This is an optimization exercise on Yosys and OpenROAD, whose aim is small area, a short achievable clock period and few clock cycles per item, not a production implementation.
Where RTL was checked, it was by simulation tests only, not by an equivalence proof against the original.

// fp_carpma
module fp_carpma(
    input clk_i, rst_i, en_i,
    input [31:0] x1_i, x2_i,
    output [31:0] sonuc_o,
    output done_o
    );
Settings: LEC_CHECK=0, ABC_AREA=1, CAP_MARGIN=20, CORE_MARGIN=2, CORE_UTILIZATION=40, SETUP_SLACK_MARGIN=3.5, SLEW_MARGIN=20; clock period 10.0 ns.
run.sh (not shown) runs the stock make flow with config.mk's settings and CLKGATE_MAP_FILE= SYNTH_SCRIPT=/design/flow/synth_recipe.tcl, a recipe that flattens the netlist after the stock synthesis.
Edit:
--- a/flow/config.mk
+++ b/flow/config.mk
@@ -11,3 +11,3 @@
 export CORE_UTILIZATION = 40
-export SETUP_SLACK_MARGIN = 3.5
+export SETUP_SLACK_MARGIN = 5
 export SLEW_MARGIN = 20
Outcome: The changed run passed the timing, design-rule and antenna checks; global-route usage went up by 4.6 points; setup slack is better by 0.60 ns; fmax climbs by about 10%; utilization goes up by 9.9 points; routed wire length is higher by 21%; final area rose by about 22%; synthesized cell count stays the same; count of clock-buffer cells in the layout is unchanged.
Edit:
--- a/flow/config.mk
+++ b/flow/config.mk
@@ -11,3 +11,3 @@
 export CORE_UTILIZATION = 40
-export SETUP_SLACK_MARGIN = 5
+export SETUP_SLACK_MARGIN = 0
 export SLEW_MARGIN = 20
Outcome:
- The new run finished clean
- core utilization is lower by 11 points
- sequential share of layout area rose by 1.8 points
- wire length decreases by 20%
- first-iteration DRC count went down by 23%
- via count went down by 11%
- final cell count drops by 7.4%
- die area is unchanged
- non-clock buffer count is lower by 208
- cell area came out lower by 20%
Function was not checked in any run of this note: the RTL went through the layout flow alone.

* * *

build 74:
Another version of the RTL of fp_carpma (not shown whole).
Size in the first run: about 67 flip-flops, roughly 100 I/O pins, about 11000 um2 of cells after synthesis.
export LEC_CHECK = 0
export ABC_AREA = 1
export CAP_MARGIN = 20
export CORE_MARGIN = 2
export CORE_UTILIZATION = 40
export SETUP_SLACK_MARGIN = 4.6
export SLEW_MARGIN = 20
create_clock -name core_clock -period 10.0 [get_ports {clk_i}]
standard.sh (not shown) runs the stock make flow with config.mk's settings and CLKGATE_MAP_FILE= SYNTH_SCRIPT=/design/flow/synth_recipe.tcl, a recipe that flattens the netlist after the stock synthesis.
==> flow/flow/run.sh <==
#!/bin/bash
set -uo pipefail
export BUFFER_PORTS_ARGS="-buffer_cell sky130_fd_sc_hd__buf_1"
export SYNTH_ARGS="-noabc"
bash standard.sh > flow.log 2>&1
Relative to build 74, the following input files were edited for trial 65:
Settings: SETUP_SLACK_MARGIN now 4.75, was 4.6.
[summary]
Trial 65 ended up with a higher area growth from synthesis to final layout than build 74 did. Side by side, clock period minus final worst setup slack turned out lower in trial 65 than in build 74. Changes observed in trial 65 relative to build 74: post-layout worst setup margin went up 0.16 ns, hold slack went up 0.083 ns, sum of met2 wire segment lengths after detailed routing went up 3.1%, cell count went up 0.54%, first-iteration DRC count went up 8.8%.
Function was not checked in any run of this note: the RTL went through the layout flow alone.

* * *

Another version of the RTL of fp_carpma (not shown whole).
For scale: about 1600 cells after synthesis, about 71 flip-flops, ~100 I/O pins, roughly 12000 µm² of cells after synthesis.
Settings: LEC_CHECK=0, ABC_AREA=1, CAP_MARGIN=20, CORE_MARGIN=2, CORE_UTILIZATION=40, SETUP_SLACK_MARGIN=5, SLEW_MARGIN=20; clock period 10.0 ns.
==> flow/flow/run.sh <==
#!/bin/bash
# The standard layout (the standard.sh, unchanged synthesis and steps), except
# that the port buffers use sky130_fd_sc_hd__buf_4 instead of the cell that
# buffer_ports picks by default (a slow delay buffer).
set -uo pipefail
export BUFFER_PORTS_ARGS="-buffer_cell sky130_fd_sc_hd__buf_4"
bash standard.sh > flow.log 2>&1
Testbench counts at the start, summed over its fixed seeds: cycles 7,192, items 2,400.
Change:
==> flow/flow/run.sh (replaced) <==
#!/bin/bash
# The standard layout (the standard.sh, unchanged synthesis and steps), except
# that the port buffers use sky130_fd_sc_hd__buf_4 instead of the cell that
# buffer_ports picks by default (a slow delay buffer), and Yosys maps the
# logic without its early ABC pass (SYNTH_ARGS=-noabc), so that the full adders
# are found in the equations as written.
set -uo pipefail
export BUFFER_PORTS_ARGS="-buffer_cell sky130_fd_sc_hd__buf_4"
export SYNTH_ARGS="-noabc"
bash standard.sh > flow.log 2>&1
SETUP_SLACK_MARGIN = 4.5   (was 5)
After rerunning: The new run produced a clean layout. Count of clock-buffer cells in the layout came out higher by 1. Hold slack gets better by 0.018 ns. Worst setup slack gets worse by 0.19 ns.
Change:
==> flow/run.sh (new file) <==
#!/bin/bash
# synth_recipe.tcl (not shown) runs the flow's synth.tcl, then flattens the netlist and writes it again
# the make line also repeats each setting of config.mk as NAME=value (left out here)
make -C /OpenROAD-flow-scripts/flow DESIGN_CONFIG=/design/flow/config.mk WORK_HOME=/design/flow/orfs CLKGATE_MAP_FILE= SYNTH_SCRIPT=/design/flow/synth_recipe.tcl finish
SETUP_SLACK_MARGIN = 4   (was 4.5)
removed: flow/flow/run.sh
removed: flow/standard.sh
Wire length climbs by 9.6%; sequential share of layout area drops by 0.91 points; first-iteration DRC count climbs by 13%; utilization barely changes.
Change:
==> flow/flow/run.sh (new file) <==
#!/bin/bash
set -uo pipefail
export BUFFER_PORTS_ARGS="-buffer_cell sky130_fd_sc_hd__buf_1"
export SYNTH_ARGS="-noabc"
bash standard.sh > flow.log 2>&1
==> flow/standard.sh (new file) <==
#!/bin/bash
# synth_recipe.tcl (not shown) runs the flow's synth.tcl, then flattens the netlist and writes it again
# the make line also repeats each setting of config.mk as NAME=value (left out here)
make -C /OpenROAD-flow-scripts/flow DESIGN_CONFIG=/design/flow/config.mk WORK_HOME=/design/flow/orfs CLKGATE_MAP_FILE= SYNTH_SCRIPT=/design/flow/synth_recipe.tcl "${@:-finish}"
SETUP_SLACK_MARGIN = 4.75   (was 4)
removed: flow/run.sh
Effect:
- worst hold slack gets better by 0.014 ns
- core utilization increases by 0.40 points
- cell count decreases by roughly a tenth
- synthesized cell count fell by about a fifth
- non-clock buffer count rose by 7
- worst setup slack improved by 0.61 ns
- register-to-register slack is better by 0.33 ns
- maximum frequency is higher by roughly a tenth
- final area came out lower by a little under a tenth
- count of clock-buffer cells in the layout increases by 2
Change:
==> flow/flow/run.sh (replaced) <==
#!/bin/bash
# The standard layout (the standard.sh, unchanged synthesis and steps), except
# that the port buffers use sky130_fd_sc_hd__buf_4 instead of the cell that
# buffer_ports picks by default (a slow delay buffer).
set -uo pipefail
export BUFFER_PORTS_ARGS="-buffer_cell sky130_fd_sc_hd__buf_4"
bash standard.sh > flow.log 2>&1
SETUP_SLACK_MARGIN = 4   (was 4.75)
Outcome: The new run finished with timing, DRC and antenna clean; first-iteration DRC count grows by 2.6%; synthesized cell count rose by 18%; final area rose by 3.9%.

* * *

== v5 ==
fp_carpma, a different RTL version from the one above (not shown whole).
Size: about 940 cells after synthesis, about 63 flip-flops, ~100 I/O pins.
// fp_carpma
module fp_carpma(
    input clk_i, rst_i, en_i,
    input [31:0] x1_i, x2_i,
    output [31:0] sonuc_o,
    output done_o
    );
Settings: LEC_CHECK=0, ABC_CLOCK_PERIOD_IN_PS=4000, CAP_MARGIN=20, CORE_MARGIN=2, CORE_UTILIZATION=40, SETUP_SLACK_MARGIN=5, SLEW_MARGIN=20; clock period 10.0 ns.
run.sh (not shown) runs the stock make flow with config.mk's settings and CLKGATE_MAP_FILE= SYNTH_SCRIPT=/design/flow/synth_recipe.tcl, a recipe that flattens the netlist after the stock synthesis.
Stock flow here: none of the scripts above is used.
The final layout from v5, which completed every stage, passed the timing, design-rule and antenna checks at the end of the flow.
Testbench counts of v5, summed over its fixed seeds: cycles 11,992, items 2,400.
Input changes introduced in v43 (baseline for comparison: v5):
- ABC_CLOCK_PERIOD_IN_PS removed (was 4000)
- SETUP_SLACK_MARGIN removed (was 5)
### Flow results
- v43 finished every stage and its layout cleared the timing, design-rule and antenna checks.
- Summary of v43 over v5: worst hold slack down 0.0081 ns, post-detailed-route wirelength per cell went down by 2.2 um, minimum setup slack after placement went down by 0.035 ns, post-CTS resize count fell by 259.
- v43 has less setup slack than v5.
Inputs modified between v43 and v24:
- setting SETUP_SLACK_MARGIN to 5 for the first time
### Flow results
Summary of v24 over v43: register share of the cell area now smaller, number of buffers and inverters on the critical path now larger.
Looking at cell with the largest stage delay on the worst path, the a2111oi_4 result is from v24; the nand4b_4 one comes from v43.
First-pass GRT wire length, v24 vs v43: up by more than 10%
Diff v43 -> v24 | number of vias after detailed routing | increase of 532
Compared with v43, in v24 final cell count moved up; via count of the first global-routing pass moved up.
Between v24 and v43, number of multi-input combinational cells is higher for v24, v43 comes in under that.
Compared to v43, the router laid down more metal wire for v24.

* * *

Another version of the RTL of fp_carpma (not shown whole).
For scale: ~1400 cells after synthesis, ~100 I/O pins.
clock: 10.0 ns
lec_check: 0
abc_area: 1
cap_margin: 20
core_margin: 2
core_utilization: 40
setup_slack_margin: 4.85
slew_margin: 20
standard.sh (not shown) runs the stock make flow with config.mk's settings and CLKGATE_MAP_FILE= SYNTH_SCRIPT=/design/flow/synth_recipe.tcl, a recipe that flattens the netlist after the stock synthesis.
==> flow/flow/run.sh <==
#!/bin/bash
set -uo pipefail
export BUFFER_PORTS_ARGS="-buffer_cell sky130_fd_sc_hd__buf_1"
export SYNTH_ARGS="-noabc"
bash standard.sh > flow.log 2>&1
The starting point passed the timing, design-rule and antenna checks.
Testbench counts at the start, summed over its fixed seeds: cycles 7,192, items 2,400.
Next try:
ABC_AREA = default   (was 1)
SETUP_SLACK_MARGIN = 5   (was 4.85)
Effect: The new run produced a clean layout. Wire length stays flat. Cell count decreases by 17%. Count of clock-buffer cells in the layout does not change.
Next try:
ABC_AREA = 1   (was default)
SETUP_SLACK_MARGIN = 4.75   (was 5)
The new run ran to the end with no violations.
Non-clock buffer count shrinks by 17.
Fmax went up by 2.1%.
Die area climbs by 4.9%.
Via count grows by 7.9%.
Clock skew drops by 4.5 ps.
Wire length decreases by 0.52%.
Next try:
CAP_MARGIN = 0   (was 20)
SLEW_MARGIN = 0   (was 20)
=> The changed run finished clean. Core utilization is unchanged. Final area is unchanged. Setup slack does not change. Wire length is unchanged. Synthesized area is unchanged. Critical path depth is unchanged.
Next try:
CAP_MARGIN = 20   (was 0)
SETUP_SLACK_MARGIN = 5   (was 4.75)
SLEW_MARGIN = 20   (was 0)
Outcome:
- The new run ran to the end with no violations
- sequential share of layout area shrinks by 0.55 points
- core utilization grows by 2.3 points
- non-clock buffer count grows by 13
- cell count grows by 0.68%
- first-iteration DRC count shrinks by 4.4%
Next try:
ABC_AREA = default   (was 1)
SETUP_SLACK_MARGIN = 4.75   (was 5)
The changed run finished clean. Routed wire length shrinks by 6.2%. Hold slack got worse by 120 ps. Critical path depth grows by 1. Count of clock-buffer cells in the layout is unchanged.

* * *

job 7218:
Another version of the RTL of fp_carpma (not shown whole).
Size in the first run: ~1,300 cells after synthesis, roughly 71 flip-flops, roughly 100 I/O pins, about 11,000 sq um of cells after synthesis.
## fp_carpma
module fp_carpma(
    input clk_i, rst_i, en_i,
    input [31:0] x1_i, x2_i,
    output [31:0] sonuc_o,
    output done_o
    );
Settings: LEC_CHECK=0, ABC_AREA=1, CAP_MARGIN=20, CORE_MARGIN=2, CORE_UTILIZATION=40, SETUP_SLACK_MARGIN=4.9, SLEW_MARGIN=20; clock period 10.0 ns.
Scripts as last shown in full above: flow/flow/run.sh
Testbench counts of job 7218, summed over its fixed seeds: cycles 7,192, items 2,400.
Input changes introduced in job 5818 (baseline for comparison: job 7218):
-- flow/config.mk --
<<< job 7218, line 11
export CORE_UTILIZATION = 40
export SETUP_SLACK_MARGIN = 4.9
export SLEW_MARGIN = 20
>>> job 5818, line 11
export CORE_UTILIZATION = 40
export SETUP_SLACK_MARGIN = 5
export SLEW_MARGIN = 20
Results
- The final layout from job 7218, which completed every stage, passed the timing, design-rule and antenna checks at the end of the flow.
- Job 5818: PASS, flow complete, no timing, DRC or antenna violations
- ~same worst slack on hold paths in job 5818 and job 7218
- There was hardly any difference in number of global-route vias before repair between job 7218 and job 5818.
Modified inputs, job 8060 compared to job 5818
-- flow/config.mk --
<<< job 5818, line 11
export CORE_UTILIZATION = 40
export SETUP_SLACK_MARGIN = 5
export SLEW_MARGIN = 20
>>> job 8060, line 11
export CORE_UTILIZATION = 40
export SETUP_SLACK_MARGIN = 4.5
export SLEW_MARGIN = 20
==> results.txt <==
The slew at the pin with the worst max-slew slack of job 8060 is higher than that of job 5818.
No stage failed in job 8060, and the final checks on the layout all came back clean.
Per the comparison of job 8060 with job 5818, critical path depth now smaller.

* * *

fp_carpma, a different RTL version from the one above (not shown whole).
For scale: roughly 2,000 cells after synthesis, about 84 flip-flops, about 17,000 um^2 of cells after synthesis.
==> flow/config.mk <==
export PLATFORM = sky130hd
export DESIGN_NAME = fp_carpma
export DESIGN_NICKNAME = fp_carpma
export VERILOG_FILES = /design/flow/design.v
export SDC_FILE = /design/flow/constraint.sdc
export NUM_CORES = 4
export LEC_CHECK = 0
export ABC_AREA = 1
export CAP_MARGIN = 20
export CORE_MARGIN = 2
export CORE_UTILIZATION = 40
export SETUP_SLACK_MARGIN = 4.75
export SLEW_MARGIN = 20
==> flow/constraint.sdc <==
create_clock -name core_clock -period 10.0 [get_ports {clk_i}]
set_input_delay 2.0000 -clock core_clock [delete_from_list [all_inputs] [get_ports {clk_i}]]
set_output_delay 2.0000 -clock core_clock [all_outputs]
set_load 0.01 [all_outputs]
==> flow/flow/run.sh <==
#!/bin/bash
set -uo pipefail
export BUFFER_PORTS_ARGS="-buffer_cell sky130_fd_sc_hd__buf_4"
export SYNTH_ARGS="-noabc"
bash standard.sh > flow.log 2>&1
Then changed:
==> flow/flow/run.sh (replaced) <==
#!/bin/bash
set -uo pipefail
export BUFFER_PORTS_ARGS="-buffer_cell sky130_fd_sc_hd__buf_1"
export SYNTH_ARGS="-noabc"
bash standard.sh > flow.log 2>&1
SETUP_SLACK_MARGIN = 4.5   (was 4.75)
Global-route usage rose by 0.36 points. Non-clock buffer count rose by 26. Cell area fell by 4.2%. Cell count rose by 0.84%. Wire length fell by 1.7%. Die area is unchanged. Critical path depth fell by 5.
No run of this note included a check of the RTL's function; only the layout flow was run.

* * *

RTL: one of the versions met above, not the one the previous note started from.
Size in the first run: roughly 1400 cells after synthesis, roughly 100 I/O pins, ~11000 um^2 of cells after synthesis.
Settings: LEC_CHECK=0, ABC_AREA=1, CAP_MARGIN=20, CORE_MARGIN=2, CORE_UTILIZATION=40, SETUP_SLACK_MARGIN=4.5, SLEW_MARGIN=20; clock period 10.0 ns.
==> flow/flow/run.sh <==
#!/bin/bash
set -uo pipefail
export BUFFER_PORTS_ARGS="-buffer_cell sky130_fd_sc_hd__buf_4"
export SYNTH_ARGS="-noabc"
bash standard.sh > flow.log 2>&1
The first run finished clean.
Testbench counts at the start, summed over its fixed seeds: cycles 7,192, items 2,400.
Then changed:
==> flow/flow/run.sh (replaced) <==
#!/bin/bash
# The standard layout (the standard.sh, unchanged synthesis and steps), except
# that the port buffers use sky130_fd_sc_hd__buf_4 instead of the cell that
# buffer_ports picks by default (a slow delay buffer).
set -uo pipefail
export BUFFER_PORTS_ARGS="-buffer_cell sky130_fd_sc_hd__buf_4"
bash standard.sh > flow.log 2>&1
Via count goes up by 12%.
Non-clock buffer count rose by 17.
Setup slack is worse by 0.026 ns.
Clock-buffer cell count is unchanged.
Sequential share of layout area went down by 1.0 points.
Final cell count grows by 16%.
Then changed:
==> flow/flow/run.sh (replaced) <==
#!/bin/bash
set -uo pipefail
export BUFFER_PORTS_ARGS="-buffer_cell sky130_fd_sc_hd__buf_1"
export SYNTH_ARGS="-noabc"
bash standard.sh > flow.log 2>&1
The new run passed the timing, design-rule and antenna checks.
Worst setup slack gets better by 0.061 ns.
Count of clock-buffer cells in the layout drops by 1.
Global-route usage grows by 0.39 points.
Synthesized area came out lower by 7.9%.
Flip-flop and latch count does not change.
Fmax goes up by 1.1%.
Routed wire length drops by 10%.

re-timing with driven ports:
The flow's constraints put no driver on any port. The routed layouts listed below were extracted and timed again, unchanged, in two steps. Step 1 assumes that a clkbuf_16 drives the clock port and a buf_2 every other input. Step 2 moves the port delays by t, midway between the first and last clock arrival at a register: inputs arrive t later, outputs are due t later. That takes back most of the time a late clock gives input paths. Three values: ideal ports, drivers, drivers and shift; two values: the first two.
run	t (ns)	slack for setup (ns)	worst setup path at the end	worst slew at a driven data input, ns
the first run of note 1	0.397	3.610 / 3.620 / 3.223	input to register	0.05
the second run of note 1	0.415	4.213 / 4.217 / 3.802	input to register	0.08
the third run of note 1	0.395	2.150 / 2.171 / 1.776	input to register	0.05
build 74	0.390	4.697 / 4.717 / 4.327	input to register	0.05
trial 65	0.389	4.859 / 4.879 / 4.490	input to register	0.04
the first run of note 3	0.388	4.779 / 4.784 / 4.396	input to register	0.04
the second run of note 3	0.393	4.586 / 4.604 / 4.211	input to register	0.05
the third run of note 3	0.382	4.136 / 4.151 / 3.769	input to register	0.05
the fourth run of note 3	0.386	4.742 / 4.745 / 4.359	input to register	0.05
the fifth run of note 3	0.376	4.108 / 4.121 / 3.746	input to register	0.04
v5	0.387	4.804 / 4.762 / 4.601	input to register	0.06
v43	0.381	4.000 / 3.957 / 4.166	input to register	0.05
v24	0.387	4.804 / 4.762 / 4.601	input to register	0.06
the first run of note 5	0.385	4.924 / 4.949 / 4.564	input to register	0.06
the second run of note 5	0.398	4.767 / 4.721 / 4.692	input to register	0.04
the third run of note 5	0.380	4.874 / 4.888 / 4.508	input to register	0.05
the fourth run of note 5	0.380	4.874 / 4.888 / 4.508	input to register	0.05
the fifth run of note 5	0.384	4.968 / 4.990 / 4.606	input to register	0.05
the sixth run of note 5	0.394	4.711 / 4.663 / 4.557	input to register	0.04
job 7218	0.403	4.941 / 4.966 / 4.562	input to register	0.05
job 5818	0.397	5.049 / 5.069 / 4.673	input to register	0.05
job 8060	0.400	4.599 / 4.617 / 4.217	input to register	0.05
the first run of note 7	0.403	4.643 / 4.604 / 4.201	input to register	0.23
the second run of note 7	0.418	4.561 / 4.555 / 4.137	input to register	0.11
the first run of note 8	0.393	4.586 / 4.604 / 4.211	input to register	0.05
the second run of note 8	0.379	4.560 / 4.573 / 4.194	input to register	0.04
the third run of note 8	0.388	4.621 / 4.645 / 4.257	input to register	0.04
After both steps setup and hold are still met in every run listed. The setup slack of the first run of note 7, which loses most, moves by -0.039 ns with the drivers and by -0.442 ns with both steps.
